What follows belongs to an exercise in optimizing a design on an open flow for small area, a short achievable clock period and few clock cycles; a production flow would make more cautious choices.
The RTL was checked by simulation tests, not by an equivalence proof against the original design.
Power figures rest on the tool's default switching activity, not on a simulated workload.

// TopLevel
module TopLevel (
    input  logic        clk,
    input  logic        rst,
    output logic [31:0] imem_addr,
    input  logic [31:0] imem_rdata,
    output logic        dmem_we,
    output logic [3:0]  dmem_mask,
    output logic [31:0] dmem_addr,
    output logic [31:0] dmem_wdata,
    input  logic [31:0] dmem_rdata
);
Size: about 170 I/O pins, ~0.078 mm^2 of cells after synthesis.
export LEC_CHECK = 0
export CAP_MARGIN = 20
export CORE_MARGIN = 2
export CORE_UTILIZATION = 52
export SLEW_MARGIN = 20
export SYNTH_HIERARCHICAL = 1
create_clock -name core_clock -period 130.0 [get_ports {clk}]
standard.sh (not shown) runs the stock make flow with config.mk's settings and CLKGATE_MAP_FILE= SYNTH_SCRIPT=/design/flow/synth_recipe.tcl, a recipe that flattens the netlist after the stock synthesis.
==> flow/flow/run.sh <==
#!/bin/bash
set -euo pipefail
bash standard.sh \
  BUFFER_PORTS_ARGS="-buffer_cell sky130_fd_sc_hd__buf_4" \
  CTS_ARGS="-sink_clustering_enable -repair_clock_nets -dont_use_dummy_load -sink_clustering_size 24 -sink_clustering_max_diameter 80" \
  SETUP_SLACK_MARGIN=102.3 \
  finish > flow.log 2>&1
The first run finished with timing, DRC and antenna clean.
Testbench counts at the start, summed over its fixed seeds: cycles 49,025.
==> next run, changes <==
- CAP_MARGIN: 20 -> 5
- SLEW_MARGIN: 20 -> 5
Result: The new run completed and failed the layout checks on capacitance limit, slew limit; cell area stays flat; global-route usage decreases by 0.18 points; area after synthesis stays the same; total power decreases by about 0.56%; clock skew increases by 0.0061 ns; sequential cell count stays the same.


== alpha ==
TopLevel, a different RTL version from the one above (not shown whole).
Size: about 6,800 cells after synthesis, about 170 I/O pins, roughly 78,000 um2 of cells after synthesis.
// TopLevel
module TopLevel (
    input  logic        clk,
    input  logic        rst,
    output logic [31:0] imem_addr,
    input  logic [31:0] imem_rdata,
    output logic        dmem_we,
    output logic [3:0]  dmem_mask,
    output logic [31:0] dmem_addr,
    output logic [31:0] dmem_wdata,
    input  logic [31:0] dmem_rdata
);
==> flow/config.mk <==
export PLATFORM = sky130hd
export DESIGN_NAME = TopLevel
export DESIGN_NICKNAME = TopLevel
export VERILOG_FILES = /design/flow/design.v
export SDC_FILE = /design/flow/constraint.sdc
export NUM_CORES = 4
export LEC_CHECK = 0
export CAP_MARGIN = 20
export CORE_MARGIN = 2
export CORE_UTILIZATION = 52
export SLEW_MARGIN = 20
export SYNTH_HIERARCHICAL = 1
==> flow/constraint.sdc <==
create_clock -name core_clock -period 130.0 [get_ports {clk}]
set_input_delay 26.0000 -clock core_clock [delete_from_list [all_inputs] [get_ports {clk}]]
set_output_delay 26.0000 -clock core_clock [all_outputs]
set_load 0.01 [all_outputs]
==> flow/flow/run.sh <==
#!/bin/bash
set -euo pipefail
bash standard.sh \
  BUFFER_PORTS_ARGS="-buffer_cell sky130_fd_sc_hd__buf_4" \
  CTS_ARGS="-sink_clustering_enable -repair_clock_nets -dont_use_dummy_load -sink_clustering_size 30 -sink_clustering_max_diameter 100" \
  SETUP_SLACK_MARGIN=102 \
  finish > flow.log 2>&1
In summary, alpha completed successfully, with a layout that passed the timing, DRC and antenna checks.
Testbench counts of alpha, summed over its fixed seeds: cycles 49,025.
> inputs changed (alpha -> beta)
# alpha
export LEC_CHECK = 0
export CAP_MARGIN = 20
export CORE_MARGIN = 2
export CORE_UTILIZATION = 52
export SLEW_MARGIN = 20
export SYNTH_HIERARCHICAL = 1
create_clock -name core_clock -period 130.0 [get_ports {clk}]
# beta
export LEC_CHECK = 0
export CAP_MARGIN = 20
export CORE_MARGIN = 2
export CORE_UTILIZATION = 45
export SLEW_MARGIN = 20
export SYNTH_HIERARCHICAL = 1
create_clock -name core_clock -period 130.0 [get_ports {clk}]
==> flow/run.sh (new file) <==
#!/bin/bash
# synth_recipe.tcl (not shown) runs the flow's synth.tcl, then flattens the netlist and writes it again
# the make line also repeats each setting of config.mk as NAME=value (left out here)
make -C /OpenROAD-flow-scripts/flow DESIGN_CONFIG=/design/flow/config.mk WORK_HOME=/design/flow/orfs CLKGATE_MAP_FILE= SYNTH_SCRIPT=/design/flow/synth_recipe.tcl finish
removed: flow/flow/run.sh
removed: flow/standard.sh
Notes after the runs:
Min relative max-transition margin across beta and alpha: beta. beta vs. alpha: utilization after layout -5.5 points; routed wire length rose by 3.1%; detailed-route vias per instance has decreased; length of routed met2 wiring increased 8.7%; measured slew at the worst slew-check pin higher. Summary: global-route wire length before repair, beta worse than alpha. When beta is set beside alpha, its global-route usage turns out to be 4.0 points smaller. Compared with alpha, beta shows a part of the total power dissipated in combinational logic that is 6.5 points lower.

-- afterwards: timing with drivers on the ports --
Ports are ideal in the flow. The routed layouts listed here were re-timed in OpenROAD.
Step 1: set_driving_cell puts a clkbuf_16 on clk and a buf_2 on each other input, an assumption about the parent block.
Step 2 also shifts input and output timing later by t, the mid clock arrival at the registers, as if the neighbouring blocks saw the same clock.
Slacks: no drivers / after step 1 / after step 2; pairs: no drivers / after step 1.
| run | t (ns) | setup slack, ns | worst setup path at the end | latest minus earliest clock arrival (ns) |
|---|---|---|---|---|
| the first run of note 1 | 0.808 | 102.139 / 102.166 / 101.358 | input to register | 0.132 / 0.132 |
| the second run of note 1 | 0.815 | 101.919 / 101.955 / 101.140 | input to register | 0.138 / 0.139 |
| alpha | 0.786 | 101.947 / 101.928 / 101.214 | input to register | 0.150 / 0.150 |
| beta | 0.890 | 100.904 / 100.964 / 100.074 | input to register | 0.046 / 0.046 |
For beta, which loses most, drivers alone change the setup slack by +0.060 ns; drivers and shift together by -0.830 ns.
